Source: an optimization exercise on an open RTL-to-GDS flow (aim: small area, a short achievable clock period and few clock cycles). Production flows keep margins and buffers that such runs may drop. Where RTL was checked, it was by simulation tests only, not by an equivalence proof against the original. Only the layout flow was run in run 7; the RTL was not checked for function there. Power is estimated from default activity; no workload was simulated.

==> flow/design.v <==
module layer1(
input clk,
input reset_n,
input waitrequest,
input readdatavalid,
input [15:0] readdata,
output chipselect,
output [1:0] byteenable,
output reg read_n,
output reg write_n,
output reg [15:0] writedata,
output reg [31:0] address,
input ready,
output reg done
);
	localparam K  = 8;           
	localparam KW = 3;           
	localparam M  = 7;           
	localparam MW = 3;           
	localparam [10:0] IC0   = 11'd992;    
	localparam [10:0] ICEND = 11'd1776;   
	localparam [6:0]  Q0    = 7'd40;      
	localparam [6:0]  QEND  = 7'd65;      
	localparam [17:0] WB0   = 18'd400;    
	localparam [17:0] ROW   = 18'd784;    
	assign chipselect = 1'b1;
	assign byteenable = 2'b11;
	reg run;                  
	reg fin;                  
	reg clr;                  
	reg wph;                  
	reg rq_img, rq_wt, rq_wr;
	wire active = rq_img | rq_wt | rq_wr;
	wire acc_ok = active & ~waitrequest;
	reg [10:0] ic;            
	reg [6:0]  q;             
	reg [17:0] wb;            
	reg [KW-1:0] kk;          
	reg [MW-1:0] ahead;       
	reg [MW-1:0] avail;       
	reg [M-1:0]  mk;
	wire [M+1:0] mkx = {mk, 2'b00};
	wire mk_cur  = mkx[avail + 1];
	wire mk_nxt  = mkx[avail];
	reg [7:0] tg;
	reg [3:0] nq;             
	wire [8:0] tgx = {tg, 1'b0};
	reg [15:0] acc [0:K-1];
	wire last_k = &kk;
	wire zc   = (avail != 0) & ~mk_cur;
	wire bc   = rq_wt & last_k & acc_ok;
	wire cons = zc | bc;
	wire rtg      = tgx[nq];
	wire img_resp = readdatavalid & rtg;
	wire wt_resp  = readdatavalid & ~rtg;
	wire nz = |readdata;
	wire av1      = (avail != 0);
	wire av2      = (avail > 1);
	wire cons_pre = rq_wt ? last_k : (av1 & ~mk_cur);
	wire nxt_nz   = av2 & mk_nxt;
	wire nxt_wt   = rq_wt ? (~last_k | nxt_nz) : (av1 & (mk_cur | nxt_nz));
	wire ic_end   = rq_img ? (ic == ICEND - 1) : (ic == ICEND);
	wire ahead_ok = (rq_img & ~cons_pre) ? (ahead < M - 1) :
	                (~rq_img & cons_pre) ? 1'b1 : (ahead < M);
	wire nxt_img  = ~nxt_wt & ~ic_end & ahead_ok;
	wire slot = ~active | ~waitrequest;
	wire pass_end = run & ~wph & ~active & (ic == ICEND) & (ahead == 0) &
	                (nq == 0);
	reg [17:0] wb_step;
	always @(*) begin
		if (rq_wt & last_k)
			wb_step = 18'd1 - ROW * (K - 1);
		else if (rq_wt | rq_wr)
			wb_step = ROW;
		else
			wb_step = 18'd1;
	end
	wire [17:0] wb_sum = wb + wb_step;
	wire [15:0] acc_sum = acc[0] + readdata;
	wire wb_en = (rq_wt & acc_ok) | (rq_wr & acc_ok & ~last_k) | (~rq_wt & ~rq_wr & zc);
	integer j;
	always @(posedge clk) begin
		if (!reset_n) begin
			run <= 1'b0;
			fin <= 1'b0;
			clr <= 1'b0;
			wph <= 1'b0;
			rq_img <= 1'b0;
			rq_wt <= 1'b0;
			rq_wr <= 1'b0;
		end else if (!run) begin
			if (fin) begin
				if (!ready) fin <= 1'b0;
			end else if (ready) begin
				run <= 1'b1;
				clr <= 1'b1;
				wph <= 1'b0;
			end
		end else begin
			if (clr) begin
				if (last_k) begin
					clr <= 1'b0;
					rq_img <= 1'b1;
				end
			end else if (slot) begin
				if (wph) begin
					if (last_k) begin
						wph <= 1'b0;
						rq_wr <= 1'b0;
						if (q == QEND - 1) begin
							run <= 1'b0;
							fin <= 1'b1;
						end else begin
							rq_img <= 1'b1;
						end
					end
				end else if (pass_end) begin
					wph <= 1'b1;
					rq_wr <= 1'b1;
				end else begin
					rq_wt <= nxt_wt;
					rq_img <= nxt_img;
				end
			end
		end
	end
	always @(posedge clk) begin
		if (!run) begin
			ic <= IC0;
			q <= Q0;
			wb <= WB0;
			kk <= 0;
			ahead <= 0;
			avail <= 0;
			nq <= 0;
		end else begin
			if (rq_img & acc_ok)
				ic <= ic + 1'b1;
			else if (wph & acc_ok & last_k)
				ic <= IC0;
			if (rq_wr & acc_ok & last_k)
				q <= q + 1'b1;
			if (wb_en)
				wb <= wb_sum;
			if (((rq_wt | rq_wr) & acc_ok) | clr)
				kk <= kk + 1'b1;
			ahead <= ahead + (rq_img & acc_ok) - cons;
			avail <= avail + img_resp - cons;
			nq <= nq + ((rq_img | rq_wt) & acc_ok) - readdatavalid;
		end
	end
	always @(posedge clk) begin
		if ((rq_img | rq_wt) & acc_ok)
			tg <= {tg[6:0], rq_img};
		if (img_resp)
			mk <= {mk[M-2:0], nz};
	end
	always @(posedge clk) begin
		if (wt_resp | clr | (rq_wr & acc_ok)) begin
			for (j = 0; j < K - 1; j = j + 1)
				acc[j] <= acc[j + 1];
			acc[K - 1] <= wt_resp ? acc_sum : 16'd0;
		end
	end
	always @(*) begin
		read_n = ~(rq_img | rq_wt);
		write_n = ~rq_wr;
		address = ({32{rq_img}} & {12'd0, 8'h92, ic, 1'b0}) |
		          ({32{rq_wt}}  & {13'd0, wb, 1'b0}) |
		          ({32{rq_wr}}  & {12'd0, 9'hC3, q, kk, 1'b0});
		writedata = acc[0];
		done = fin & ready;
	end
endmodule
==> flow/flow/run.sh <==
#!/bin/bash
# Layout: the standard flow (standard.sh, synthesis included, unchanged)
# with two resizer choices changed: ports get buf_4 buffers instead of the
# smallest buffer cell, and timing repair may change a cell's footprint when
# it resizes it. The whole make output goes to flow.log; ORFS keeps each
# step's own log under orfs/logs/.
set -euo pipefail
sed 's|"\${@:-finish}"|BUFFER_PORTS_ARGS="-buffer_cell sky130_fd_sc_hd__buf_4" MATCH_CELL_FOOTPRINT=0 "${@:-finish}"|' standard.sh > standard_mod.sh
grep -q 'MATCH_CELL_FOOTPRINT=0' standard_mod.sh
bash standard_mod.sh > flow.log 2>&1
==> flow/standard.sh <==
#!/bin/bash
# synth_recipe.tcl (not shown) runs the flow's synth.tcl, then flattens the netlist and writes it again
# the make line also repeats each setting of config.mk as NAME=value (left out here)
make -C /OpenROAD-flow-scripts/flow DESIGN_CONFIG=/design/flow/config.mk WORK_HOME=/design/flow/orfs CLKGATE_MAP_FILE= SYNTH_SCRIPT=/design/flow/synth_recipe.tcl "${@:-finish}"
==> flow/config.mk <==
export PLATFORM = sky130hd
export DESIGN_NAME = layer1
export DESIGN_NICKNAME = layer1
export VERILOG_FILES = /design/flow/design.v
export SDC_FILE = /design/flow/constraint.sdc
export NUM_CORES = 4
export LEC_CHECK = 0
export ABC_CLOCK_PERIOD_IN_PS = 2500
export CAP_MARGIN = 20
export CORE_MARGIN = 2
export CORE_UTILIZATION = 40
export CTS_BUF_LIST = sky130_fd_sc_hd__clkbuf_4 sky130_fd_sc_hd__clkbuf_8
export PLACE_DENSITY = 0.6
export SETUP_SLACK_MARGIN = 2.4
export SLEW_MARGIN = 40
==> flow/constraint.sdc <==
create_clock -name core_clock -period 5.0 [get_ports {clk}]
set_input_delay 1.0000 -clock core_clock [delete_from_list [all_inputs] [get_ports {clk}]]
set_output_delay 1.0000 -clock core_clock [all_outputs]
set_load 0.01 [all_outputs]
==> notes.md, run 1 <==
* Ratio of cells with drive above 1 in the final layout at 0.228
* Number of remaining DRC errors at 0
* Share of synthesized registers carrying an async set or reset at 0
* Final GP Congestion at 0.807
* Pre-CTS setup slack at 1.88 ns
* Syn Area/Cell at 12.0 µm²
* Worst path arrival time at 1.57 ns
* Slew headroom at 0.558
* Fin Hold WS at 0.415 ns
* Distinct cell type count after synthesis at 69
* Final worst slack at 2.43 ns
* Crit end category: output pin
* FMAX at 389 MHz
* Commonest non-fill, non-tap cell in the layout: edfxtp_1
* Hpwl dp at 12000 µm
* Synth Instances at 733
* # fillers at 1934
* Leakage at 3.99 nW
* EDFF count, synth at 143
* Worst-Margin Slew at 0.657 ns
* Layout area overhead at 20.2%
* Num CTS Buffers at 17
* Bufs on Longest Clock Path at 2
* Core Box Area at 0.0218 mm²
* Clk_skew at 0.0217 ns
* VDD IR-drop max at 0.246 mV
* Synth Flop Type: edfxtp_1
* Status: finished clean
* Vert. Die Dim at 152 µm
* Unrepaired setup endpoints after global routing: true
* Pwr dens at 467 mW/mm²
* Most frequent cells in the layout: edfxtp_1 (143), nor2_1 (74), buf_4 (73), nand2_1 (58), dfxtp_1 (48)
* Max cap viols at 0
* PortBufs at 58
* Initial Util at 0.405
* Die W at 152 µm
* Initial antenna violation count at 0
* First-pass GRT wire length at 29800 µm
* Critical path startpoint category: flop
* Number of diodes at 0
* Root Driver: clkbuf_8
* Mean routed wirelength per cell at 16.6 µm
* Tot GR Track Use at 0.161
* Die Area at 0.0232 mm²
* Hold Fails Final Rpt at 0
* Min-Delay Path Class: reg -> reg
* Clock-pin transition on the worst setup and hold timing paths at 0.12 ns
* Req. time, crit path at 4.00 ns
* Vias per cell at 5.20
* Drt first pass iters at 5
* Final period util at 0.515
* Finish-stage setup viols at 0
* Sequential area share after synthesis at 0.614
* Crit-path max FO at 13
* Vias in the first global route at 5539
* FF+latch count, synth at 199
* Pin count of the biggest net entering global routing at 71
* Post-Syn Area at 0.00881 mm²
* Vias at 5748
* Warnings from Yosys at 2
* CTS tree: yes
* DRT iter0 DRCs at 369
* Rows at 54
* GRT overflow at 0
* Post-route minimum period at 2.57 ns
* Post-Layout Cell Count at 1105
* H-Tree Depth at 4
* Pins over their slew limit at 0
* DRT antenna net count at 0
* Clock Latency Late Sink at 0.48 ns
* Routed wire length at 18400 µm
* Placed cell count at 1051
* Critical path class: reg -> out
* Final Util at 0.487
* Cts hold-fix bufs at 0
* Sink Count at 199
* Final net count at 875
* TNS Setup at 0 ns
* Ports at 75
* Reg2Reg Setup Slack at 2.44 ns
## synth_stat cells, types with 3 or more instances
| master | number | share of area |
|---|---|---|
| a211oi_1 | 5 | 0.0043 |
| a21o_1 | 9 | 0.0077 |
| a21oi_1 | 29 | 0.016 |
| a222oi_1 | 9 | 0.010 |
| a22oi_1 | 6 | 0.0051 |
| a31oi_1 | 5 | 0.0035 |
| and2_1 | 9 | 0.0064 |
| and3_1 | 6 | 0.0043 |
| buf_4 | 19 | 0.016 |
| clkbuf_1 | 20 | 0.0085 |
| dfxtp_1 | 56 | 0.13 |
| edfxtp_1 | 143 | 0.49 |
| fa_1 | 4 | 0.0091 |
| ha_1 | 38 | 0.054 |
| inv_1 | 43 | 0.018 |
| mux2i_1 | 15 | 0.017 |
| nand2_1 | 64 | 0.027 |
| nand3_1 | 22 | 0.012 |
| nand3b_1 | 3 | 0.0026 |
| nand4_1 | 4 | 0.0028 |
| nor2_1 | 76 | 0.032 |
| nor2b_1 | 6 | 0.0043 |
| nor3_1 | 11 | 0.0062 |
| nor3b_1 | 4 | 0.0034 |
| nor4_1 | 6 | 0.0043 |
| o21a_1 | 4 | 0.0034 |
| o21ai_0 | 23 | 0.013 |
| o21ai_1 | 7 | 0.0040 |
| o31ai_1 | 3 | 0.0026 |
| xnor2_1 | 23 | 0.023 |
| xor2_1 | 15 | 0.015 |
## flip-flops by register name (all words and copies together), names as in the netlist
| signal | count |
|---|---|
| ahead | 3 |
| clr | 1 |
| avail | 3 |
| wb | 18 |
| rq_wt | 1 |
| q | 7 |
| rq_wr | 1 |
| nq | 4 |
| fin | 1 |
| kk | 3 |
| rq_img | 1 |
| wph | 1 |
| mk | 7 |
| tg | 8 |
| acc | 128 |
| ic | 11 |
| run | 1 |
## routing by layer
layer  wire [µm]  track usage
met1        8770        0.232
met2        8420        0.240
met3         913       0.0438
met4         255       0.0454
met5           0            0
## where the power goes
group	switching [mW]	internal (mW)	leakage, nW
clock	0.650	0.385	0.202
sequential	0.181	2.33	1.87
combinational	0.759	0.642	1.92
total	1.59	3.36	3.99
## per-stage QoR
step	power [mW]	cell area, µm²
2_1_floorplan	3.31	8930
3_3_place_gp	3.63	9520
3_5_place_dp	3.69	9570
4_1_cts	4.80	10200
5_1_grt	5.25	10600
6_report	4.95	10600
## layout make-up
cell class              count  area [µm²]  share of cell area
well taps                 280         350              0.0331
multi-input cells         465        3490               0.330
inverters                  45         169              0.0159
repair buffers             84         737              0.0695
flip-flops and latches    199        5440               0.513
clock inverters            15         175              0.0165
clock buffers              17         234              0.0221
## worst max-delay path: stages, from the launching register on
cell and delay (ns):
dfxtp_4 0.37, buf_12 0.14, a222oi_1 0.36, inv_1 0.09, buf_4 0.15
## worst paths after layout
check | start | to | cells past startpoint
min | acc[5][13]$_DFFE_PP_ | acc[4][13]$_DFFE_PP_ | 0
min reg2reg | acc[5][13]$_DFFE_PP_ | acc[4][13]$_DFFE_PP_ | 0
max | rq_wt$_SDFFE_PN0P_ | address[9] | 4
max reg2reg | mk[5]$_DFFE_PP_ | ahead[2]$_SDFF_PN0_ | 12
## kinds of logic after synthesis
| group | share of synthesized area |
|---|---|
| AOI/OAI and AO/OA | 0.100 |
| xor gates and xnor gates | 0.0378 |
| adders and majority gates | 0.0642 |
| buffers and inverters | 0.0444 |
| DFF | 0.614 |
| muxes | 0.0234 |
| other | 0.000852 |
| and+or+nand+nor | 0.115 |
## timing repair
action | CTS | global route
setup endpoints to repair | 96 | 33
buffers inserted | 9 | 9
pin swaps | 11 | 26
gates resized for setup | 37 | 50
gates cloned | 3 | 1
Testbench counts, summed over its fixed seeds: cycles 953,835.
==> inputs of run 2 (changes only) <==
--- a/flow/config.mk
+++ b/flow/config.mk
@@ -8,8 +8,8 @@
 export ABC_CLOCK_PERIOD_IN_PS = 2500
 export CAP_MARGIN = 20
 export CORE_MARGIN = 2
-export CORE_UTILIZATION = 40
+export CORE_UTILIZATION = 70
 export CTS_BUF_LIST = sky130_fd_sc_hd__clkbuf_4 sky130_fd_sc_hd__clkbuf_8
-export PLACE_DENSITY = 0.6
+export PLACE_DENSITY = 0.8
 export SETUP_SLACK_MARGIN = 2.4
 export SLEW_MARGIN = 40
==> run 2 against run 1 <==
Compared with the run above:
- still clean on timing, DRC and antenna
- worst hold slack barely moved
- utilization rose by 36 points
- routed wire length rose by 3.8%
- global-route usage rose by 11 points
- synthesized area did not move
- critical endpoint is now address[1]
- largest power group unchanged
==> notes.md, run 2 <==
* Clock-pin transition on the worst setup and hold timing paths at 0.11 ns (about the same)
* Final GP Congestion at 0.858 (+6.2%)
* Most frequent cells in the layout: edfxtp_1 (143), nor2_1 (75), buf_4 (72), nand2_1 (60), dfxtp_1 (45)
* Crit end category: output pin
* Largest family of logic cells by synthesized area: simple AND/OR/NAND/NOR gates
* Max reg flops at 128 (unchanged)
* Synth Area in Compound Gates at 0.100 (unchanged)
* Req. time, crit path at 4.00 ns (about the same)
* Initial Util at 0.725 (+0.320)
* Ports at 75 (unchanged)
* Sequential area share after synthesis at 0.614 (unchanged)
* Number of remaining DRC errors at 0 (unchanged)
* Rows at 40 (-26%)
* Synth Flop Type: edfxtp_1
* Crit-path max FO at 9 (-4)
* Bufs on Longest Clock Path at 2 (unchanged)
* Synth Area in Simple Gates at 0.115 (unchanged)
* Biggest register: acc
* R2R Path End: acc[2][15]$_DFFE_PP_
* Post-Syn Area at 0.00881 mm² (unchanged)
* Mean routed wirelength per cell at 19.2 µm (+16%)
* Largest registers: acc: 128 flops, wb: 18 flops, ic: 11 flops
* Clock Latency Late Sink at 0.48 ns (about the same)
* Post-synthesis mux area share at 0.0234 (unchanged)
* Leakage at 3.96 nW (-0.76%)
* Worst path arrival time at 1.71 ns (+0.14 ns)
* Reg2Reg Setup Slack at 2.39 ns (-0.05 ns)
* Worst-Margin Slew at 0.925 ns (+0.268 ns)
* Hold Crit Start: acc[5][8]$_DFFE_PP_
* GRT overflow at 0 (unchanged)
* Die W at 116 µm (-24%)
* Distinct cell type count after synthesis at 69 (unchanged)
* Xor and xnor area share after synthesis at 0.0378 (unchanged)
* Min-Delay Path Class: reg -> reg
* Hpwl dp at 11700 µm (-2.0%)
* Core Box Area at 0.0122 mm² (-44%)
* PortBufs at 58 (unchanged)
* Critical path's slowest cell: a222oi_1
* Drt first pass iters at 7 (+2)
* TNS Setup at 0 ns (unchanged)
* Hold depth at 0 (unchanged)
* Share of synthesized registers carrying an async set or reset at 0 (unchanged)
* CP peak stage delay at 0.47 ns (+0.10 ns)
* CTS tree: yes
* Post-Synth Adder-Cell Area at 0.0642 (unchanged)
* Synth Instances at 733 (unchanged)
* Num CTS Buffers at 17 (unchanged)
* Final Util at 0.851 (+0.363)
* Pin count of the biggest net entering global routing at 65 (-8.5%)
* Vert. Die Dim at 116 µm (-24%)
* Cell area after layout at 0.0103 mm² (-2.4%)
* Clk_skew at 0.0202 ns (-0.00143 ns)
* Pre-CTS setup slack at 1.90 ns (+0.0240 ns)
* CP delay by family, top: compound AO/OA/AOI/OAI gates
* GR met1 Demand/Resource at 0.354 (+0.121)
* Commonest non-fill, non-tap cell in the layout: edfxtp_1
* Pins over their slew limit at 0 (unchanged)
* Post-route minimum period at 2.71 ns (+0.141 ns)
* Die Area at 0.0135 mm² (-42%)
* First-pass GRT wire length at 27600 µm (-7.4%)
* Final period util at 0.543 (+0.0283)
* Critical path, cell by cell: buf_12 -> a222oi_1 -> inv_1 -> buf_6
* Worst r2r path cells at 7 (-5)
* Post-synth top area share at 0.487 (unchanged)
* Slew headroom at 0.383 (-0.175)
* Layout area overhead at 17.4%
* Met3 GRT Util at 0.0628 (+0.0190)
* EDFF count, synth at 143 (unchanged)
* FMAX at 368 MHz (-5.2%)
* Warnings from Yosys at 2 (unchanged)
* Most numerous cell in the Yosys netlist: edfxtp_1
* DRT antenna net count at 0 (unchanged)
* Leading area contributor after synthesis: edfxtp_1
* Vias at 6065 (+5.5%)
* Final net count at 875 (unchanged)
* Crit path buf inv count at 3 (unchanged)
* Finish-stage setup viols at 0 (unchanged)
* H-Tree Depth at 4 (unchanged)
* Status: finished clean
* Vias in the first global route at 5588 (+0.88%)
* Ratio of cells with drive above 1 in the final layout at 0.221 (-0.00727)
* Routed wire length at 19100 µm (+3.8%)
* Pwr dens at 472 mW/mm² (+1.1%)
* Critical path startpoint category: flop
* Reg2Reg Launch Point: nq[1]$_SDFF_PN0_
* Sink Count at 199 (unchanged)
* Tot GR Track Use at 0.273 (+0.112)
* M2 GR Usage at 0.462 (+0.223)
* Post-synth top cells: edfxtp_1 (143), nor2_1 (76), nand2_1 (64), dfxtp_1 (56), inv_1 (43)
* WHS Endpoint: acc[4][8]$_DFFE_PP_
* Cts hold-fix bufs at 0 (unchanged)
* DRT iter0 DRCs at 647 (+75%)
* Ranking of synthesized cells by area: edfxtp_1 (49%), dfxtp_1 (13%), ha_1 (5.4%), nor2_1 (3.2%), nand2_1 (2.7%)
* Max cap viols at 0 (unchanged)
* Number of diodes at 0 (unchanged)
* Most Crowded Layer GR: met2
* VDD IR-drop max at 0.373 mV (+51%)
* FF+latch count, synth at 199 (unchanged)
* Vias per cell at 6.11 (+17%)
* Root Driver: clkbuf_8
* Critical path class: reg -> out
* Hold Fails Final Rpt at 0 (unchanged)
* Final worst slack at 2.29 ns (-0.141 ns)
* Initial antenna violation count at 0 (unchanged)
* Fin Hold WS at 0.415 ns (+0.000389 ns)
* DP Area at 0.00938 mm² (-2.0%)
* Syn Area/Cell at 12.0 µm² (unchanged)
* Unrepaired setup endpoints after global routing: true
## run 2: cell counts after synthesis
Identical to the previous run, type by type.
## run 2: metrics by stage
stage | cells | power, mW
2_1_floorplan | 747 | 3.31
3_3_place_gp | 936 | 3.60
3_5_place_dp | 936 | 3.65
4_1_cts | 980 | 4.72
5_1_grt | 993 | 5.09
6_report | 993 | 4.88
## run 2: what timing repair did
action	CTS	global route
gates cloned	2	3
pin swaps	11	19
gates resized for setup	38	39
buffers inserted	10	9
endpoints found under the setup margin	152	158
## run 2: area by class of cell
type / count / area (µm²)
Timing Repair Buffer: 83 / 709
Sequential cell: 199 / 5440
Clock inverter: 14 / 139
Tap cell: 168 / 210
Fill cell: 598 / 1820
Inverter: 45 / 169
Clock buffer: 18 / 241
Multi-Input combinational cell: 466 / 3430
## run 2: how the worst max path moves through the flow
stage                                    from                       end  slack [ns]  depth (start not counted)
after floorplan                   readdata[0]  acc[7][14]$_SDFFCE_PN0P_        2.23                          9
after global placement       nq[1]$_SDFF_PN0_       acc[0][0]$_DFFE_PP_        1.95                          7
after detailed placement   rq_wr$_SDFFE_PN0P_       wb[14]$_SDFFE_PN0P_        1.90                         12
after CTS                 rq_img$_SDFFE_PN0P_                address[3]        2.37                          4
after global routing         nq[1]$_SDFF_PN0_       acc[6][8]$_DFFE_PP_        2.21                          7
final                     rq_img$_SDFFE_PN0P_                address[1]        2.29                          4
## run 2: per-layer routing
metal / vias up / share of wire
li1: 2783 / -
met2: 304 / 0.50
met4: 0 / 0.020
met5: - / 0
met3: 38 / 0.068
met1: 2940 / 0.41
## run 2: cells by family after synthesis
family	after synthesis
AOI/OAI and AO/OA	127
and+or+nand+nor	221
buffers and inverters	85
other	2
adders and majority gates	43
xor gates and xnor gates	38
muxes	18
DFF	199
## run 2: report_power, final
part	internal, mW	switching [mW]
Sequential	2.34	0.194
Combinational	0.586	0.757
Clock	0.416	0.595
Total	3.34	1.55
==> inputs of run 3 (changes only) <==
--- a/flow/config.mk
+++ b/flow/config.mk
@@ -8,8 +8,8 @@
 export ABC_CLOCK_PERIOD_IN_PS = 2500
 export CAP_MARGIN = 20
 export CORE_MARGIN = 2
-export CORE_UTILIZATION = 70
+export CORE_UTILIZATION = 55
 export CTS_BUF_LIST = sky130_fd_sc_hd__clkbuf_4 sky130_fd_sc_hd__clkbuf_8
-export PLACE_DENSITY = 0.8
-export SETUP_SLACK_MARGIN = 2.4
+export PLACE_DENSITY = 0.7
+export SETUP_SLACK_MARGIN = 2.5
 export SLEW_MARGIN = 40
==> run 3 against run 2 <==
Compared with the run above:
- sequential share of layout area decreased by 1.6 points
- cell count increased by 5.6%
- fmax grew 1.7%
- via count shrank 1.5%
- first-iteration DRC count down 1.1%
- critical path type unchanged
- critical endpoint is now address[3]
==> notes.md, run 3 <==
* Worst path arrival time at 1.67 ns (-0.04 ns)
* Crit end category: output pin
* Reg2Reg Setup Slack at 2.55 ns (+0.16 ns)
* Pwr dens at 475 mW/mm² (+0.70%)
* Synth Area in Compound Gates at 0.100 (unchanged)
* Ratio of cells with drive above 1 in the final layout at 0.244 (+0.0231)
* Slew headroom at 0.335 (-0.0482)
* Synth Area in Simple Gates at 0.115 (unchanged)
* Synth Instances at 733 (unchanged)
* M2 GR Usage at 0.363 (-0.0990)
* Number of diodes at 0 (unchanged)
* Warnings from Yosys at 2 (unchanged)
* Clk_skew at 0.0149 ns (-0.00530 ns)
* Vias per cell at 5.69 (-6.8%)
* Post-synthesis mux area share at 0.0234 (unchanged)
* PortBufs at 58 (unchanged)
* Syn Area/Cell at 12.0 µm² (unchanged)
* Ranking of synthesized cells by area: edfxtp_1 (49%), dfxtp_1 (13%), ha_1 (5.4%), nor2_1 (3.2%), nand2_1 (2.7%)
* Final net count at 883 (+0.91%)
* Synth Flop Type: edfxtp_1
* Sink Count at 199 (unchanged)
* Vias in the first global route at 5682 (+1.7%)
* First-pass GRT wire length at 28900 µm (+4.8%)
* Post-Syn Area at 0.00881 mm² (unchanged)
* Root Driver: clkbuf_8
* Placed cell count at 984 (+5.1%)
* Final period util at 0.534 (-0.00889)
* Leading area contributor after synthesis: edfxtp_1
* Worst r2r path cells at 11 (+4)
* Crit-path max FO at 8 (-1)
* Most frequent cells in the layout: edfxtp_1 (143), buf_4 (80), nor2_1 (74), nand2_1 (59), dfxtp_1 (46)
* Critical path startpoint category: flop
* FMAX at 375 MHz (+1.7%)
* Drt first pass iters at 5 (-2)
* Post-synth top area share at 0.487 (unchanged)
* Share of synthesized registers carrying an async set or reset at 0 (unchanged)
* Min-Delay Path Class: reg -> reg
* Most Crowded Layer GR: met2
* Final GP Congestion at 0.864 (+0.70%)
* CTS tree: yes
* Post-route minimum period at 2.67 ns (-0.0444 ns)
* Bufs on Longest Clock Path at 2 (unchanged)
* Num CTS Buffers at 17 (unchanged)
* Finish-stage setup viols at 0 (unchanged)
* EDFF count, synth at 143 (unchanged)
* DP Area at 0.00945 mm² (+0.73%)
* Number of remaining DRC errors at 0 (unchanged)
* H-Tree Depth at 4 (unchanged)
* Largest registers: acc: 128 flops, wb: 18 flops, ic: 11 flops
* Post-Synth Adder-Cell Area at 0.0642 (unchanged)
* R2R Path End: avail[1]$_SDFF_PN0_
* Clock-pin transition on the worst setup and hold timing paths at 0.10 ns (about the same)
* Rows at 46 (+15%)
* CP peak stage delay at 0.45 ns (-0.02 ns)
* GRT overflow at 0 (unchanged)
* Clock Latency Late Sink at 0.47 ns (about the same)
* FF+latch count, synth at 199 (unchanged)
* Most numerous cell in the Yosys netlist: edfxtp_1
* Layout area overhead at 21.1%
* Cell area after layout at 0.0107 mm² (+3.1%)
* Hpwl dp at 11800 µm (+0.20%)
* Hold depth at 0 (unchanged)
* Post-synth top cells: edfxtp_1 (143), nor2_1 (76), nand2_1 (64), dfxtp_1 (56), inv_1 (43)
* Die W at 131 µm (+12%)
* Leakage at 4.06 nW (+2.4%)
* Pin count of the biggest net entering global routing at 35 (-46%)
* Status: finished clean
* Hold Fails Final Rpt at 0 (unchanged)
* Reg2Reg Launch Point: kk[2]$_SDFFE_PN0P_
* Die Area at 0.0171 mm² (+26%)
* Initial Util at 0.559 (-0.166)
* Biggest register: acc
* Ports at 75 (unchanged)
* DRT antenna net count at 0 (unchanged)
* Fin Hold WS at 0.422 ns (+0.00631 ns)
* Pins over their slew limit at 0 (unchanged)
* Max reg flops at 128 (unchanged)
* WHS Endpoint: acc[1][14]$_DFFE_PP_
* TNS Setup at 0 ns (unchanged)
* Xor and xnor area share after synthesis at 0.0378 (unchanged)
* Mean routed wirelength per cell at 18.1 µm (-5.5%)
* Vert. Die Dim at 131 µm (+12%)
* Hold Crit Start: acc[2][14]$_DFFE_PP_
* Cts hold-fix bufs at 0 (unchanged)
* DRT iter0 DRCs at 640 (-1.1%)
* GR met1 Demand/Resource at 0.311 (-0.0423)
* Req. time, crit path at 4.00 ns (about the same)
* Max cap viols at 0 (unchanged)
* VDD IR-drop max at 0.378 mV (+1.4%)
* Routed wire length at 19000 µm (-0.21%)
* Distinct cell type count after synthesis at 69 (unchanged)
* Unrepaired setup endpoints after global routing: true
* Post-route total power at 5.07 mW (+3.9%)
* Critical path's slowest cell: a222oi_1
* # fillers at 1135 (+90%)
* Met3 GRT Util at 0.0476 (-0.0152)
* Commonest non-fill, non-tap cell in the layout: edfxtp_1
* Core Box Area at 0.0158 mm² (+30%)
* Critical path class: reg -> out
* Post-Layout Cell Count at 1049 (+5.6%)
* Sequential area share after synthesis at 0.614 (unchanged)
* Worst-Margin Slew at 0.997 ns (+0.0723 ns)
* Largest family of logic cells by synthesized area: simple AND/OR/NAND/NOR gates
* Tot GR Track Use at 0.223 (-0.0494)
* Initial antenna violation count at 0 (unchanged)
* Vias at 5974 (-1.5%)
* Critical path, cell by cell: buf_12 -> a222oi_1 -> inv_1 -> buf_6
run 3: stage by stage:
step | utilization | setup WS [ns]
5_1_grt | 0.677 | 2.18
4_1_cts | 0.653 | 2.35
6_report | 0.677 | 2.33
3_5_place_dp | 0.599 | 1.88
2_1_floorplan | - | 2.23
3_3_place_gp | 0.599 | 1.91
run 3: worst max-delay path: cells and delay by family (launching register included):
kind / cells / cell delay, ns
compound gates: 1 / 0.45
buf+inv: 3 / 0.39
flops: 1 / 0.37
run 3: how the worst max path moves through the flow:
stage                        start                  endpoint  depth (start not counted)
6_report       rq_img$_SDFFE_PN0P_                address[3]                          4
5_1_grt        rq_img$_SDFFE_PN0P_                address[3]                          4
4_1_cts        rq_img$_SDFFE_PN0P_                address[3]                          4
3_5_place_dp      nq[0]$_SDFF_PN0_       acc[2][5]$_DFFE_PP_                          5
3_3_place_gp           readdata[0]  acc[7][14]$_SDFFCE_PN0P_                         10
2_1_floorplan          readdata[0]  acc[7][14]$_SDFFCE_PN0P_                          9
run 3: area by class of cell:
type / instances / area (µm²) / area share
timing repair buffer: 91 / 778 / 0.0729
multi-input combinational: 466 / 3560 / 0.334
tap: 216 / 270 / 0.0253
clock buffer: 18 / 241 / 0.0226
clock inverter: 14 / 190 / 0.0178
sequential: 199 / 5450 / 0.510
inverter: 45 / 180 / 0.0169
run 3: metal layers:
layer / vias up / share of wire
li1: 2789 / -
met1: 2987 / 0.45
met2: 171 / 0.50
met3: 27 / 0.048
met4: 0 / 0.011
met5: - / 0
run 3: timing repair:
item | in CTS | in global routing
setup buffers | 12 | 15
endpoints found under the hold margin | 0 | 0
setup endpoints to repair | 175 | 161
cloned | 4 | 1
pin swaps | 25 | 32
resized for setup | 62 | 41
run 3: cells by family after synthesis:
| group | Yosys count |
|---|---|
| AO/OA/AOI/OAI | 127 |
| other | 2 |
| adder cells (fa/ha/maj) | 43 |
| XOR/XNOR | 38 |
| multiplexers | 18 |
| buffers and inverters | 85 |
| AND/OR/NAND/NOR | 221 |
| flip-flops | 199 |
run 3: report_power, final:
group / internal, mW / switching (mW) / total (mW) / leakage (nW)
clock network: 0.517 / 0.594 / 1.11 / 0.215
logic: 0.647 / 0.786 / 1.43 / 1.97
registers: 2.33 / 0.193 / 2.53 / 1.87
total: 3.50 / 1.57 / 5.07 / 4.06
==> inputs of run 4 (changes only) <==
--- a/flow/config.mk
+++ b/flow/config.mk
@@ -10,6 +10,7 @@
 export CORE_MARGIN = 2
 export CORE_UTILIZATION = 55
 export CTS_BUF_LIST = sky130_fd_sc_hd__clkbuf_4 sky130_fd_sc_hd__clkbuf_8
+export GPL_TIMING_DRIVEN = 0
 export PLACE_DENSITY = 0.7
-export SETUP_SLACK_MARGIN = 2.5
+export SETUP_SLACK_MARGIN = 2.4
 export SLEW_MARGIN = 40
==> run 4 against run 3 <==
Compared with the run above:
- still clean
- fmax increased by 0.99%
- clock power decreased by about 10%
- global-route usage increased by 0.49 points
- total power decreased by 2.0%
- sequential share of layout area decreased by 0.46 points
- die area unchanged
- critical path type unchanged
- synthesized area unchanged
- sequential power about the same
- combinational power about the same
- count of clock-buffer cells in the layout unchanged
- critical path depth increased by 1
==> notes.md, run 4 <==
* Status: finished clean
* Share of synthesized registers carrying an async set or reset at 0 (unchanged)
* FMAX at 378 MHz (+0.99%)
* Vias in the first global route at 5761 (+1.4%)
* Hold depth at 0 (unchanged)
* CP peak stage delay at 0.33 ns (-0.12 ns)
* Largest registers: acc: 128 flops, wb: 18 flops, ic: 11 flops
* Leakage at 4.15 nW (+2.3%)
* Post-synth top area share at 0.487 (unchanged)
* Root Driver: clkbuf_8
* Clock Latency Late Sink at 0.47 ns (about the same)
* Crit-path most repeated cell: buf_4
* Biggest register: acc
* Cell area after layout at 0.0107 mm² (+0.68%)
* CTS tree: yes
* Number of diodes at 0 (unchanged)
* PortBufs at 58 (unchanged)
* Critical path class: reg -> out
* TNS Setup at 0 ns (unchanged)
* Number of remaining DRC errors at 0 (unchanged)
* Rows at 46 (unchanged)
* Pin count of the biggest net entering global routing at 42 (+20%)
* Die Area at 0.0171 mm² (unchanged)
* Ranking of synthesized cells by area: edfxtp_1 (49%), dfxtp_1 (13%), ha_1 (5.4%), nor2_1 (3.2%), nand2_1 (2.7%)
* Sink Count at 199 (unchanged)
* Hold Fails Final Rpt at 0 (unchanged)
* Reg2Reg Launch Point: avail[0]$_SDFF_PN0_
* VDD IR-drop max at 0.298 mV (-21%)
* Sequential area share after synthesis at 0.614 (unchanged)
* DRT antenna net count at 0 (unchanged)
* Cts hold-fix bufs at 0 (unchanged)
* Worst-Margin Slew at 0.683 ns (-0.315 ns)
* Most numerous cell in the Yosys netlist: edfxtp_1
* Critical path's slowest cell: dfxtp_2
* Syn Area/Cell at 12.0 µm² (unchanged)
* DP Area at 0.00967 mm² (+2.3%)
* Final GP Congestion at 0.887 (+2.7%)
* Post-synth top cells: edfxtp_1 (143), nor2_1 (76), nand2_1 (64), dfxtp_1 (56), inv_1 (43)
* Hold Crit Start: acc[4][2]$_DFFE_PP_
* Routed wire length at 19300 µm (+1.5%)
* Placed cell count at 1022 (+3.9%)
* Vias per cell at 5.65 (-0.81%)
* R2R Path End: avail[2]$_SDFF_PN0_
* Critical path startpoint category: flop
* GRT overflow at 0 (unchanged)
* Synth Instances at 733 (unchanged)
* Post-Syn Area at 0.00881 mm² (unchanged)
* Unrepaired setup endpoints after global routing: true
* Pins over their slew limit at 0 (unchanged)
* Crit path buf inv count at 4 (+1)
* Leading area contributor after synthesis: edfxtp_1
* Crit end category: output pin
* First-pass GRT wire length at 29600 µm (+2.5%)
* Post-route minimum period at 2.64 ns (-0.0262 ns)
* Core Box Area at 0.0158 mm² (unchanged)
* Commonest non-fill, non-tap cell in the layout: edfxtp_1
* Post-Layout Cell Count at 1080 (+3.0%)
* Crit-path max FO at 9 (+1)
* CP delay by family, top: buffers and inverters
* Drt first pass iters at 5 (unchanged)
* WHS Endpoint: acc[3][2]$_DFFE_PP_
* Ratio of cells with drive above 1 in the final layout at 0.250 (+0.00630)
* Final period util at 0.529 (-0.00524)
* Initial Util at 0.559 (unchanged)
* Ports at 75 (unchanged)
* Clk_skew at 0.0141 ns (-0.000889 ns)
* Layout area overhead at 21.9%
* Warnings from Yosys at 2 (unchanged)
* Finish-stage setup viols at 0 (unchanged)
* Initial antenna violation count at 0 (unchanged)
* Post-route total power at 4.97 mW (-2.0%)
* Tot GR Track Use at 0.228 (+0.00494)
* Req. time, crit path at 4.00 ns (about the same)
* Distinct cell type count after synthesis at 69 (unchanged)
* Reg2Reg Setup Slack at 2.41 ns (-0.14 ns)
* Worst path arrival time at 1.64 ns (-0.03 ns)
* H-Tree Depth at 4 (unchanged)
* Min-Delay Path Class: reg -> reg
* Bufs on Longest Clock Path at 2 (unchanged)
* Num CTS Buffers at 17 (unchanged)
* Vert. Die Dim at 131 µm (unchanged)
* Die W at 131 µm (unchanged)
* Most frequent cells in the layout: edfxtp_1 (143), buf_4 (93), nor2_1 (75), nand2_1 (59), dfxtp_1 (48)
* Vias at 6101 (+2.1%)
* Synth Flop Type: edfxtp_1
* Pwr dens at 463 mW/mm² (-2.7%)
* Max reg flops at 128 (unchanged)
* Slew headroom at 0.541 (+0.206)
* Critical path, cell by cell: buf_6 -> buf_8 -> buf_4 -> a221o_1 -> buf_4
* FF+latch count, synth at 199 (unchanged)
* Max cap viols at 0 (unchanged)
* DRT iter0 DRCs at 576 (-10%)
* Worst r2r path cells at 12 (+1)
* EDFF count, synth at 143 (unchanged)
* Final net count at 914 (+3.5%)
* Hpwl dp at 12500 µm (+6.7%)
* Mean routed wirelength per cell at 17.9 µm (-1.4%)
* Clock-pin transition on the worst setup and hold timing paths at 0.11 ns (about the same)
run 4: worst max path at each step:
stage,slack [ns],endpoint,cells after the start,from
floorplan,2.23,acc[7][14]$_SDFFCE_PN0P_,9,readdata[0]
global placement,1.84,acc[7][6]$_SDFFCE_PN0P_,9,nq[1]$_SDFF_PN0_
detailed placement,1.83,acc[7][14]$_SDFFCE_PN0P_,10,readdata[0]
CTS,2.36,address[10],5,rq_wr$_SDFFE_PN0P_
global route,2.32,address[7],5,rq_wt$_SDFFE_PN0P_
finish,2.36,address[11],5,rq_wr$_SDFFE_PN0P_
run 4: kinds of logic (layout without fill, tap and decap cells):
logic type      after synthesis  count (layout)  share of synthesized area
simple gates                221             223                      0.115
xor+xnor                     38              38                     0.0378
buf+inv                      85             200                     0.0444
other cells                   2              16                   0.000852
compound gates              127             127                      0.100
mux                          18              18                     0.0234
flops                       199             199                      0.614
fa+ha+maj                    43              43                     0.0642
run 4: where the power goes:
group          total (mW)  internal [mW]  switching [mW]  leakage [nW]
Sequential           2.51           2.33           0.178          1.86
Clock               0.997          0.381           0.616         0.194
Combinational        1.46          0.662           0.801          2.09
run 4: area by class of cell:
class                           count  area, µm²
Inverter                           45        178
Sequential cell                   199       5430
Tap cell                          216        270
Multi-Input combinational cell    465       3480
Fill cell                        1120       5030
Clock inverter                     14        146
Timing Repair Buffer               83        712
Buffer                             40        285
Clock buffer                       18        241
run 4: timing repair:
action	CTS	global route
resized for setup	85	45
gates cloned	5	1
pin swaps	13	21
setup endpoints to repair	173	109
setup buffers	9	11
run 4: layer usage:
metal	up-vias	wire length, µm	GRT usage
li1	2866	-	-
met1	3011	8880	0.332
met2	198	9110	0.352
met3	26	1060	0.0436
met4	0	275	0.0720
met5	-	0	0
run 4: worst reg2reg max path, stage by stage (launching register included):
cell	delay, ns
dfxtp_2	0.35
buf_6	0.11
mux4_2	0.50
and2_4	0.18
or2_4	0.25
nand2_4	0.09
ha_4	0.21
inv_4	0.06
ha_4	0.12
inv_2	0.04
fa_2	0.36
xnor2_2	0.16
nor2_1	0.05
run 4: stage by stage:
| step | worst slack [ns] | util | hold slack (ns) |
|---|---|---|---|
| after floorplan | 2.23 | - | 0.400 |
| after global placement | 1.84 | 0.611 | 0.400 |
| after detailed placement | 1.83 | 0.613 | 0.405 |
| after CTS | 2.36 | 0.659 | 0.422 |
| after global routing | 2.32 | 0.681 | 0.427 |
| final | 2.36 | 0.681 | 0.423 |
==> inputs of run 5 (changes only) <==
--- a/flow/config.mk
+++ b/flow/config.mk
@@ -10,7 +10,6 @@
 export CORE_MARGIN = 2
 export CORE_UTILIZATION = 55
 export CTS_BUF_LIST = sky130_fd_sc_hd__clkbuf_4 sky130_fd_sc_hd__clkbuf_8
-export GPL_TIMING_DRIVEN = 0
 export PLACE_DENSITY = 0.7
 export SETUP_SLACK_MARGIN = 2.4
 export SLEW_MARGIN = 40
==> run 5 against run 4 <==
Compared with the run above:
- still clean on timing, DRC and antenna
- routed wire length shrank 3.9%
- non-clock buffer count shrank 48
- sequential power barely moved
- first-iteration DRC count increased by 1.4%
- clock power about the same
- worst hold slack got worse by 0.0097 ns
- utilization is 2.4 points lower
- worst setup slack improved by 0.088 ns
- die area is the same
- cell count fell by 4.4%
- count of clock-buffer cells in the layout did not move
- critical path type unchanged
- highest routed layer unchanged
==> notes.md, run 5 <==
* Post-Layout Cell Count at 1032 (-4.4%)
* Synth Instances at 733 (unchanged)
* Placed cell count at 984 (-3.7%)
* Ratio of cells with drive above 1 in the final layout at 0.217 (-0.0331)
* Drt first pass iters at 6 (+1)
* Post-route minimum period at 2.56 ns (-0.0881 ns)
* Ranking of synthesized cells by area: edfxtp_1 (49%), dfxtp_1 (13%), ha_1 (5.4%), nor2_1 (3.2%), nand2_1 (2.7%)
* FF+latch count, synth at 199 (unchanged)
* Critical path class: reg -> out
* Synth Flop Type: edfxtp_1
* Vias per cell at 5.69 (+0.71%)
* GRT overflow at 0 (unchanged)
* TNS Setup at 0 ns (unchanged)
* Status: finished clean
* Crit-path max FO at 13 (+4)
* Vias in the first global route at 5486 (-4.8%)
* Worst path arrival time at 1.56 ns (-0.08 ns)
* Vias at 5871 (-3.8%)
* Max reg flops at 128 (unchanged)
* Initial antenna violation count at 0 (unchanged)
* CTS tree: yes
* H-Tree Depth at 4 (unchanged)
* Leakage at 3.91 nW (-5.6%)
* Bufs on Longest Clock Path at 2 (unchanged)
* DRT iter0 DRCs at 584 (+1.4%)
* Unrepaired setup endpoints after global routing: true
* Rows at 46 (unchanged)
* Die W at 131 µm (unchanged)
* Slew headroom at 0.352 (-0.189)
* Distinct cell type count after synthesis at 69 (unchanged)
* Mean routed wirelength per cell at 18.0 µm (+0.55%)
* DP Area at 0.00944 mm² (-2.4%)
* Max cap viols at 0 (unchanged)
* Tot GR Track Use at 0.217 (-0.0118)
* Largest registers: acc: 128 flops, wb: 18 flops, ic: 11 flops
* Core Box Area at 0.0158 mm² (unchanged)
* Pwr dens at 469 mW/mm² (+1.5%)
* Min-Delay Path Class: reg -> reg
* Critical path startpoint category: flop
* Clk_skew at 0.0142 ns (+0.000179 ns)
* Finish-stage setup viols at 0 (unchanged)
* Crit end category: output pin
* Die Area at 0.0171 mm² (unchanged)
* Commonest non-fill, non-tap cell in the layout: edfxtp_1
* Num CTS Buffers at 17 (unchanged)
* PortBufs at 58 (unchanged)
* Final net count at 867 (-5.1%)
* Fin Hold WS at 0.413 ns (-0.00975 ns)
* Layout area overhead at 17.5%
* Post-Syn Area at 0.00881 mm² (unchanged)
* Sink Count at 199 (unchanged)
* Initial Util at 0.559 (unchanged)
* Post-synth top area share at 0.487 (unchanged)
* Ports at 75 (unchanged)
* Number of diodes at 0 (unchanged)
* Root Driver: clkbuf_8
* Cell area after layout at 0.0104 mm² (-3.6%)
* Clock-pin transition on the worst setup and hold timing paths at 0.11 ns (about the same)
* Share of synthesized registers carrying an async set or reset at 0 (unchanged)
* Sequential area share after synthesis at 0.614 (unchanged)
* Warnings from Yosys at 2 (unchanged)
* First-pass GRT wire length at 28100 µm (-5.0%)
* Routed wire length at 18600 µm (-3.9%)
* EDFF count, synth at 143 (unchanged)
* DRT antenna net count at 0 (unchanged)
* FMAX at 391 MHz (+3.4%)
* Vert. Die Dim at 131 µm (unchanged)
* Number of remaining DRC errors at 0 (unchanged)
* Req. time, crit path at 4.00 ns (about the same)
* Biggest register: acc
* Pins over their slew limit at 0 (unchanged)
* Hpwl dp at 11800 µm (-5.8%)
* Syn Area/Cell at 12.0 µm² (unchanged)
* Leading area contributor after synthesis: edfxtp_1
* Post-synth top cells: edfxtp_1 (143), nor2_1 (76), nand2_1 (64), dfxtp_1 (56), inv_1 (43)
* Clock Latency Late Sink at 0.47 ns (about the same)
* Hold Fails Final Rpt at 0 (unchanged)
* Final GP Congestion at 0.851 (-4.0%)
* Most frequent cells in the layout: edfxtp_1 (143), nor2_1 (74), buf_4 (70), nand2_1 (59), dfxtp_1 (47)
* Pin count of the biggest net entering global routing at 65 (+55%)
* Final period util at 0.511 (-0.0176)
* Cts hold-fix bufs at 0 (unchanged)
* Most numerous cell in the Yosys netlist: edfxtp_1
* Worst-Margin Slew at 0.972 ns (+0.289 ns)
* VDD IR-drop max at 0.395 mV (+33%)
-- run 5: cell counts after synthesis --
No cell type changed its count.
-- run 5: cell families (layout without fill, tap and decap cells) --
group / Yosys count / after routing / share of synthesized area
and+or+nand+nor: 221 / 224 / 0.115
DFF: 199 / 199 / 0.614
AOI/OAI and AO/OA: 127 / 127 / 0.100
buffers and inverters: 85 / 151 / 0.0444
adders and majority gates: 43 / 43 / 0.0642
xor gates and xnor gates: 38 / 38 / 0.0378
muxes: 18 / 18 / 0.0234
other: 2 / 16 / 0.000852
-- run 5: worst max-delay path: stages, from the launching register on --
cell and delay, ns:
dfxtp_4 0.37, buf_12 0.14, a222oi_1 0.35, inv_1 0.08, buf_4 0.15
-- run 5: power by group --
group / leakage [nW] / switching, mW / internal [mW] / total (mW)
clock: 0.190 / 0.584 / 0.414 / 0.998
combinational: 1.86 / 0.750 / 0.589 / 1.34
sequential: 1.87 / 0.192 / 2.33 / 2.53
total: 3.91 / 1.53 / 3.34 / 4.86
-- run 5: final cells by class --
type / instances / area (µm²)
Clock buffer: 18 / 241
Multi-Input combinational cell: 466 / 3470
Timing Repair Buffer: 75 / 613
Fill cell: 1165 / 5410
Inverter: 45 / 171
Clock inverter: 13 / 145
Tap cell: 216 / 270
Sequential cell: 199 / 5440
-- run 5: path summary, 6_finish.rpt --
path,from,to,slack (ns),depth (start not counted)
worst min register to register,acc[4][2]$_DFFE_PP_,acc[3][2]$_DFFE_PP_,0.41,0
worst max-delay path,rq_wt$_SDFFE_PN0P_,address[5],2.44,4
worst max register to register,avail[0]$_SDFF_PN0_,avail[2]$_SDFF_PN0_,2.45,11
worst min-delay path,acc[4][2]$_DFFE_PP_,acc[3][2]$_DFFE_PP_,0.41,0
-- run 5: what timing repair did --
item	CTS	global route
buffers inserted	6	6
setup endpoints to repair	154	158
pin swaps	10	22
resized for setup	33	45
cloned	1	3
-- run 5: stage by stage --
stage          worst slack (ns)  power, mW   util
2_1_floorplan              2.23       3.31      -
3_3_place_gp               1.96       3.60  0.598
3_5_place_dp               1.82       3.65  0.598
4_1_cts                    2.35       4.70  0.636
5_1_grt                    2.35       5.12  0.657
6_report                   2.44       4.86  0.657
-- run 5: per-layer routing --
layer	GRT usage	wire length, µm	vias up
met5	0	0	-
met4	0.0594	244	0
met3	0.0497	948	21
met2	0.328	8580	189
met1	0.318	8790	2897
li1	-	-	2764
==> inputs of run 6 (changes only) <==
--- a/flow/config.mk
+++ b/flow/config.mk
@@ -13,3 +13,4 @@
 export PLACE_DENSITY = 0.7
 export SETUP_SLACK_MARGIN = 2.4
 export SLEW_MARGIN = 40
+export TNS_END_PERCENT = 10
==> run 6 against run 5 <==
Compared with the run above:
- still clean
- clock skew decreased by 0.0015 ns
- die area unchanged
- sequential share of layout area increased by 0.39 points
- fmax decreased by 1.2%
- sequential power about the same
- design area decreased by 0.87%
- combinational power decreased by 4%
- critical path type unchanged
- largest power group unchanged
==> notes.md, run 6 <==
* Status: finished clean
* Ports at 75 (unchanged)
* Worst r2r path cells at 13 (+2)
* Distinct cell type count after synthesis at 69 (unchanged)
* Pwr dens at 467 mW/mm² (-0.63%)
* Die W at 131 µm (unchanged)
* Crit-path max FO at 26 (+13)
* Worst-Margin Slew at 1.05 ns (+0.0768 ns)
* H-Tree Depth at 4 (unchanged)
* Initial Util at 0.559 (unchanged)
* TNS Setup at 0 ns (unchanged)
* PortBufs at 58 (unchanged)
* Req. time, crit path at 4.00 ns (about the same)
* FF+latch count, synth at 199 (unchanged)
* Final period util at 0.517 (+0.00605)
* First-pass GRT wire length at 28400 µm (+0.86%)
* GRT overflow at 0 (unchanged)
* Routed wire length at 18400 µm (-1.0%)
* Sequential area share after synthesis at 0.614 (unchanged)
* Root Driver: clkbuf_8
* Final GP Congestion at 0.906 (+6.4%)
* Hold Crit Start: acc[4][4]$_DFFE_PP_
* Fin Hold WS at 0.421 ns (+0.00813 ns)
* Ratio of cells with drive above 1 in the final layout at 0.200 (-0.0172)
* Number of remaining DRC errors at 0 (unchanged)
* Initial antenna violation count at 0 (unchanged)
* DRT iter0 DRCs at 535 (-8.4%)
* EDFF count, synth at 143 (unchanged)
* Synth Instances at 733 (unchanged)
* Critical path startpoint category: flop
* Vert. Die Dim at 131 µm (unchanged)
* Core Box Area at 0.0158 mm² (unchanged)
* FMAX at 387 MHz (-1.2%)
* Slew headroom at 0.301 (-0.0512)
* Post-synth top cells: edfxtp_1 (143), nor2_1 (76), nand2_1 (64), dfxtp_1 (56), inv_1 (43)
* Post-route minimum period at 2.59 ns (+0.0303 ns)
* Pins over their slew limit at 0 (unchanged)
* Mean routed wirelength per cell at 17.8 µm (-1.0%)
* Commonest non-fill, non-tap cell in the layout: edfxtp_1
* Drt first pass iters at 8 (+2)
* Post-Layout Cell Count at 1032 (unchanged)
* Worst path arrival time at 1.59 ns (+0.03 ns)
* Max reg flops at 128 (unchanged)
* Leading area contributor after synthesis: edfxtp_1
* Pin count of the biggest net entering global routing at 65 (unchanged)
* Share of synthesized registers carrying an async set or reset at 0 (unchanged)
* Most numerous cell in the Yosys netlist: edfxtp_1
* Reg2Reg Setup Slack at 2.47 ns (+0.02 ns)
* Clk_skew at 0.0127 ns (-0.00151 ns)
* Ranking of synthesized cells by area: edfxtp_1 (49%), dfxtp_1 (13%), ha_1 (5.4%), nor2_1 (3.2%), nand2_1 (2.7%)
* Crit end category: output pin
* Post-route total power at 4.79 mW (-1.5%)
* # fillers at 1226 (+5.2%)
* Placed cell count at 984 (unchanged)
* Clock-pin transition on the worst setup and hold timing paths at 0.11 ns (about the same)
* Post-synth top area share at 0.487 (unchanged)
* Largest registers: acc: 128 flops, wb: 18 flops, ic: 11 flops
* Die Area at 0.0171 mm² (unchanged)
* Leakage at 3.90 nW (-0.31%)
* Synth Flop Type: edfxtp_1
* Critical path class: reg -> out
* Post-Syn Area at 0.00881 mm² (unchanged)
* WHS Endpoint: acc[3][4]$_DFFE_PP_
* Final net count at 866 (-0.12%)
* Final Util at 0.651 (-0.00571)
* Vias in the first global route at 5523 (+0.67%)
* DRT antenna net count at 0 (unchanged)
* Clock Latency Late Sink at 0.47 ns (about the same)
* Vias at 5833 (-0.65%)
* Max cap viols at 0 (unchanged)
* Warnings from Yosys at 2 (unchanged)
* Bufs on Longest Clock Path at 2 (unchanged)
* Vias per cell at 5.65 (-0.65%)
* CTS tree: yes
* Hold depth at 0 (unchanged)
* Biggest register: acc
* Tot GR Track Use at 0.219 (+0.00220)
* Hold Fails Final Rpt at 0 (unchanged)
* Reg2Reg Launch Point: kk[2]$_SDFFE_PN0P_
* Rows at 46 (unchanged)
* Syn Area/Cell at 12.0 µm² (unchanged)
* Sink Count at 199 (unchanged)
* Min-Delay Path Class: reg -> reg
* Unrepaired setup endpoints after global routing: true
* Num CTS Buffers at 17 (unchanged)
* R2R Path End: wb[14]$_SDFFE_PN0P_
* Most frequent cells in the layout: edfxtp_1 (143), nor2_1 (74), buf_4 (70), nand2_1 (60), dfxtp_1 (49)
* VDD IR-drop max at 0.333 mV (-16%)
* Number of diodes at 0 (unchanged)
* Hpwl dp at 12000 µm (+1.4%)
* Layout area overhead at 16.5%
* Finish-stage setup viols at 0 (unchanged)
[run 6: cell types whose count changed in the layout (fill, tap and decap cells not counted), sizes merged]
| cell | previous run | this run |
|---|---|---|
| bufinv | 1 | 0 |
| inv | 48 | 50 |
| clkbuf | 19 | 18 |
[run 6: metrics by stage]
step / instance area (µm²) / worst slack (ns)
finish: 10300 / 2.41
global route: 10300 / 2.32
CTS: 9970 / 2.36
detailed placement: 9420 / 1.82
global placement: 9420 / 1.92
floorplan: 8910 / 2.23
[run 6: worst max path at each step]
stage | startpoint | endpoint | slack (ns) | cells past startpoint
after detailed placement | readdata[1] | acc[7][11]$_SDFFCE_PN0P_ | 1.82 | 9
after global placement | readdata[1] | acc[7][11]$_SDFFCE_PN0P_ | 1.92 | 9
final | rq_img$_SDFFE_PN0P_ | address[2] | 2.41 | 4
after global routing | rq_img$_SDFFE_PN0P_ | address[3] | 2.32 | 4
after CTS | rq_img$_SDFFE_PN0P_ | address[3] | 2.36 | 4
after floorplan | readdata[0] | acc[7][14]$_SDFFCE_PN0P_ | 2.23 | 9
[run 6: final cells by class]
| type | instances | area, µm² | area share |
|---|---|---|---|
| flip-flops and latches | 199 | 5430 | 0.529 |
| multi-input cells | 466 | 3430 | 0.334 |
| repair buffers | 74 | 583 | 0.0568 |
| well taps | 216 | 270 | 0.0263 |
| clock buffers | 18 | 241 | 0.0235 |
| inverters | 45 | 171 | 0.0167 |
| clock inverters | 14 | 139 | 0.0135 |
[run 6: what timing repair did]
| item | CTS | global route |
|---|---|---|
| hold endpoints to repair | 0 | 0 |
| gates cloned | 1 | 2 |
| gates resized for setup | 32 | 35 |
| pin swaps | 10 | 17 |
| buffers inserted | 5 | 7 |
| setup endpoints to repair | 161 | 158 |
| hold buffers | 0 | 0 |
[run 6: worst max-delay path, cell delays in order, from the launching register on]
cell and delay, ns:
dfxtp_1 0.34, buf_12 0.16, a222oi_1 0.37, inv_1 0.08, buf_4 0.15
[run 6: logic make-up after synthesis]
group | count (synthesis) | share of synthesized area
buf+inv | 85 | 0.0444
compound gates | 127 | 0.100
other cells | 2 | 0.000852
xor+xnor | 38 | 0.0378
fa+ha+maj | 43 | 0.0642
mux | 18 | 0.0234
simple gates | 221 | 0.115
flops | 199 | 0.614
[run 6: routing by layer]
layer / global-route usage / routed length, µm / vias up
met4: 0.0738 / 320 / 0
li1: - / - / 2764
met5: 0 / 0 / -
met3: 0.0448 / 1070 / 35
met2: 0.328 / 8500 / 203
met1: 0.322 / 8480 / 2831
[run 6: power breakdown]
part / internal [mW] / leakage, nW / switching, mW / total, mW
Clock: 0.373 / 0.188 / 0.613 / 0.986
Sequential: 2.33 / 1.86 / 0.194 / 2.53
Combinational: 0.547 / 1.85 / 0.731 / 1.28
Total: 3.25 / 3.90 / 1.54 / 4.79
==> inputs of run 7 (changes only) <==
--- a/flow/design.v
+++ b/flow/design.v
@@ -134,9 +134,11 @@
 			avail <= 0;
 			nq <= 0;
 		end else begin
-			if (rq_img & acc_ok)
+			if (pass_end)
+				ic <= {1'b1, q, 3'b000};
+			else if ((rq_img | (rq_wr & ~last_k)) & acc_ok)
 				ic <= ic + 1'b1;
-			else if (wph & acc_ok & last_k)
+			else if (rq_wr & acc_ok & last_k)
 				ic <= IC0;
 			if (rq_wr & acc_ok & last_k)
 				q <= q + 1'b1;
@@ -165,9 +167,8 @@
 	always @(*) begin
 		read_n = ~(rq_img | rq_wt);
 		write_n = ~rq_wr;
-		address = ({32{rq_img}} & {12'd0, 8'h92, ic, 1'b0}) |
-		          ({32{rq_wt}}  & {13'd0, wb, 1'b0}) |
-		          ({32{rq_wr}}  & {12'd0, 9'hC3, q, kk, 1'b0});
+		address = rq_wt ? {13'd0, wb, 1'b0} :
+		          {12'd0, (rq_img ? 8'h92 : 8'h61), ic, 1'b0};
 		writedata = acc[0];
 		done = fin & ready;
 	end
--- a/flow/config.mk
+++ b/flow/config.mk
@@ -13,4 +13,3 @@
 export PLACE_DENSITY = 0.7
 export SETUP_SLACK_MARGIN = 2.4
 export SLEW_MARGIN = 40
-export TNS_END_PERCENT = 10
==> run 7 against run 6 <==
Compared with the run above:
- still clean
- routed wire length is 1.3% higher
- cell count is 2.7% higher
- design area is 4.6% higher
- sequential power hardly changed
- count of clock-buffer cells in the layout is 1 lower
- total power is 2.2% higher
- critical path type unchanged
- critical endpoint is now address[9]
- largest cell class unchanged
==> notes.md, run 7 <==
* Status: finished clean
* Pins over their slew limit at 0 (unchanged)
* Mean routed wirelength per cell at 17.6 µm (-1.3%)
* Sink Count at 199 (unchanged)
* Ratio of cells with drive above 1 in the final layout at 0.251 (+0.0514)
* Tot GR Track Use at 0.213 (-0.00558)
* Pre-CTS setup slack at 1.70 ns (-0.118 ns)
* Die Area at 0.0175 mm² (+2.9%)
* Largest registers: acc: 128 flops, wb: 18 flops, ic: 11 flops
* PortBufs at 58 (unchanged)
* Clock-pin transition on the worst setup and hold timing paths at 0.12 ns (about the same)
* FF+latch count, synth at 199 (unchanged)
* Clk_skew at 0.0143 ns (+0.00156 ns)
* Die W at 132 µm (+1.4%)
* Finish-stage setup viols at 0 (unchanged)
* Drt first pass iters at 5 (-3)
* Post-route total power at 4.89 mW (+2.2%)
* WHS Endpoint: acc[4][4]$_DFFE_PP_
* Multi-input gate area at 0.00372 mm² (+8.5%)
* Commonest non-fill, non-tap cell in the layout: edfxtp_1
* Final net count at 895 (+3.3%)
* Vias per cell at 5.73 (+1.3%)
* Post-synth top cells: edfxtp_1 (143), nand2_1 (57), dfxtp_1 (56), nor2_1 (45), ha_1 (39)
* Reg2Reg Launch Point: kk[0]$_SDFFE_PN0P_
* Distinct cell type count after synthesis at 75 (+8.7%)
* Final period util at 0.512 (-0.00492)
* # fillers at 1224 (-0.16%)
* Core Box Area at 0.0160 mm² (+1.5%)
* Hold Crit Start: acc[5][4]$_DFFE_PP_
* Vias in the first global route at 5733 (+3.8%)
* Ranking of synthesized cells by area: edfxtp_1 (47%), dfxtp_1 (12%), ha_1 (5.4%), nand2_1 (2.4%), a21oi_1 (2.1%)
* Synth Flop Type: edfxtp_1
* Crit-path max FO at 16 (-38%)
* Worst r2r path cells at 12 (-1)
* Final GP Congestion at 0.851 (-6.1%)
* Bufs on Longest Clock Path at 2 (unchanged)
* Unrepaired setup endpoints after global routing: true
* Hold depth at 0 (unchanged)
* Leakage at 4.04 nW (+3.6%)
* EDFF count, synth at 143 (unchanged)
* Root Driver: clkbuf_8
* Syn Area/Cell at 12.2 µm² (+1.2%)
* Number of diodes at 0 (unchanged)
* Post-Syn Area at 0.00908 mm² (+3.0%)
* First-pass GRT wire length at 29500 µm (+4.0%)
* Ports at 75 (unchanged)
* VDD IR-drop max at 0.245 mV (-26%)
* Routed wire length at 18600 µm (+1.3%)
* Vias at 6071 (+4.1%)
* DP Area at 0.00974 mm² (+3.4%)
* Hold Fails Final Rpt at 0 (unchanged)
* Reg2Reg Setup Slack at 2.44 ns (-0.03 ns)
* Leading area contributor after synthesis: edfxtp_1
* FF/Latch Area at 0.00544 mm² (about the same)
* H-Tree Depth at 4 (unchanged)
* Worst-Margin Slew at 0.759 ns (-0.290 ns)
* Max reg flops at 128 (unchanged)
* DRT iter0 DRCs at 465 (-13%)
* Critical path startpoint category: flop
* Final Util at 0.671 (+0.0201)
* Biggest register: acc
* Critical path class: reg -> out
* Vert. Die Dim at 132 µm (+1.4%)
* Min-Delay Path Class: reg -> reg
* Slew headroom at 0.491 (+0.190)
* Num CTS Buffers at 17 (unchanged)
* Warnings from Yosys at 2 (unchanged)
* Most frequent cells in the layout: edfxtp_1 (143), buf_4 (87), nand2_1 (51), dfxtp_1 (48), nor2_1 (44)
* Layout area overhead at 18.3%
* CTS tree: yes
* Crit end category: output pin
* Clock Latency Late Sink at 0.49 ns (+0.02 ns)
* GRT overflow at 0 (unchanged)
* Synth Instances at 746 (+1.8%)
* Initial antenna violation count at 0 (unchanged)
* Sequential area share after synthesis at 0.597 (-0.0178)
* Final worst slack at 2.44 ns (+0.0246 ns)
* Hpwl dp at 11900 µm (-0.44%)
* Pin count of the biggest net entering global routing at 65 (unchanged)
* Share of synthesized registers carrying an async set or reset at 0 (unchanged)
* Worst path arrival time at 1.56 ns (-0.03 ns)
* TNS Setup at 0 ns (unchanged)
* Cell area after layout at 0.0107 mm² (+4.6%)
* Req. time, crit path at 4.00 ns (about the same)
* Number of remaining DRC errors at 0 (unchanged)
* Rows at 46 (unchanged)
* FMAX at 390 MHz (+0.96%)
* Pwr dens at 456 mW/mm² (-2.3%)
* Max cap viols at 0 (unchanged)
* R2R Path End: wb[16]$_SDFFE_PN0P_
* Initial Util at 0.567 (+0.00838)
* Post-synth top area share at 0.473 (-0.0141)
* Most numerous cell in the Yosys netlist: edfxtp_1
* Post-route minimum period at 2.56 ns (-0.0246 ns)
* DRT antenna net count at 0 (unchanged)
-- run 7: changes by cell type after synthesis, sizes merged, moves of 5 or more --
cell,delta
a21boi,+9
a21o,+5
a21oi,+9
a222oi,-9
and2,+16
inv,-13
mux2,+9
mux2i,-5
nand2,-7
nand2b,+5
nand3,-5
nor2,-30
or3,+8
-- run 7: area by class of cell --
cell class              count  share of cell area
flip-flops and latches    199               0.506
multi-input cells         489               0.346
repair buffers             93              0.0717
well taps                 216              0.0252
clock buffers              17              0.0218
clock inverters            15              0.0179
inverters                  31              0.0108
-- run 7: report_power, final --
part	internal (mW)	switching, mW	total, mW
clock network	0.393	0.658	1.05
registers	2.35	0.173	2.52
logic	0.582	0.735	1.32
-- run 7: worst max path at each step --
stage,startpoint,end,slack [ns],cells past startpoint
2_1_floorplan,waitrequest,acc[0][0]$_DFFE_PP_,-2.81,2
3_3_place_gp,nq[1]$_SDFF_PN0_,acc[5][8]$_DFFE_PP_,1.91,7
3_5_place_dp,nq[1]$_SDFF_PN0_,acc[4][9]$_DFFE_PP_,1.70,7
4_1_cts,mk[5]$_DFFE_PP_,ahead[2]$_SDFF_PN0_,2.40,10
5_1_grt,kk[1]$_SDFFE_PN0P_,wb[13]$_SDFFE_PN0P_,2.38,12
6_report,rq_wt$_SDFFE_PN0P_,address[9],2.44,3
-- run 7: cell families after synthesis --
logic type | share of synthesized area
adder cells (fa/ha/maj) | 0.0638
XOR/XNOR | 0.0328
AND/OR/NAND/NOR | 0.135
buffers and inverters | 0.0385
multiplexers | 0.0288
other | 0.000827
AO/OA/AOI/OAI | 0.104
flip-flops | 0.597
-- run 7: metal layers --
metal | wire length [µm] | up-vias | GRT usage
met3 | 866 | 21 | 0.0418
met5 | 0 | - | 0
met1 | 8700 | 3010 | 0.305
met2 | 8810 | 167 | 0.333
li1 | - | 2873 | -
met4 | 244 | 0 | 0.0633
-- run 7: worst max-delay path: stages, from the launching register on --
cell and delay, ns:
dfxtp_4 0.40, buf_12 0.16, mux2_2 0.36, buf_4 0.15
-- run 7: per-stage QoR --
step                hold WS, ns  instances
floorplan                 0.400        760
global placement          0.401        996
detailed placement        0.405        996
CTS                       0.417       1041
global route              0.429       1060
finish                    0.420       1060
-- run 7: timing repair --
| item | in CTS | in global routing |
|---|---|---|
| resized for setup | 37 | 39 |
| gates cloned | 3 | 0 |
| pin swaps | 7 | 23 |
| setup endpoints to repair | 156 | 121 |
| hold buffers | 0 | 0 |
| setup buffers | 10 | 19 |

separate check: timing with driven ports:
No port has a modelled driver above. Below, the same layouts with a new extraction and two added sets of constraints.
Step 1: set_driving_cell puts a clkbuf_16 on clk and a buf_2 on each other input, an assumption about the parent block.
Step 2 times the ports against the registers' clock, not the clock port: input delays grow and output delays shrink by t, the midpoint of the rising clock arrivals with the driver on.
Three values: ideal ports, drivers, drivers and shift; two values: the first two.
| run | t (ns) | slack for setup (ns) | pins driven straight from the clock port |
|---|---|---|---|
| run 1 | 0.507 | 2.427 / 2.386 / 2.014 | 1 |
| run 2 | 0.508 | 2.286 / 2.251 / 1.962 | 1 |
| run 3 | 0.504 | 2.330 / 2.292 / 2.046 | 1 |
| run 4 | 0.506 | 2.356 / 2.315 / 1.897 | 1 |
| run 5 | 0.499 | 2.444 / 2.408 / 2.011 | 1 |
| run 6 | 0.504 | 2.414 / 2.375 / 1.977 | 1 |
| run 7 | 0.518 | 2.439 / 2.402 / 1.923 | 1 |
After both steps every run listed still meets setup and hold. For run 7, which loses most, drivers alone change the setup slack by -0.037 ns; drivers and shift together by -0.516 ns.
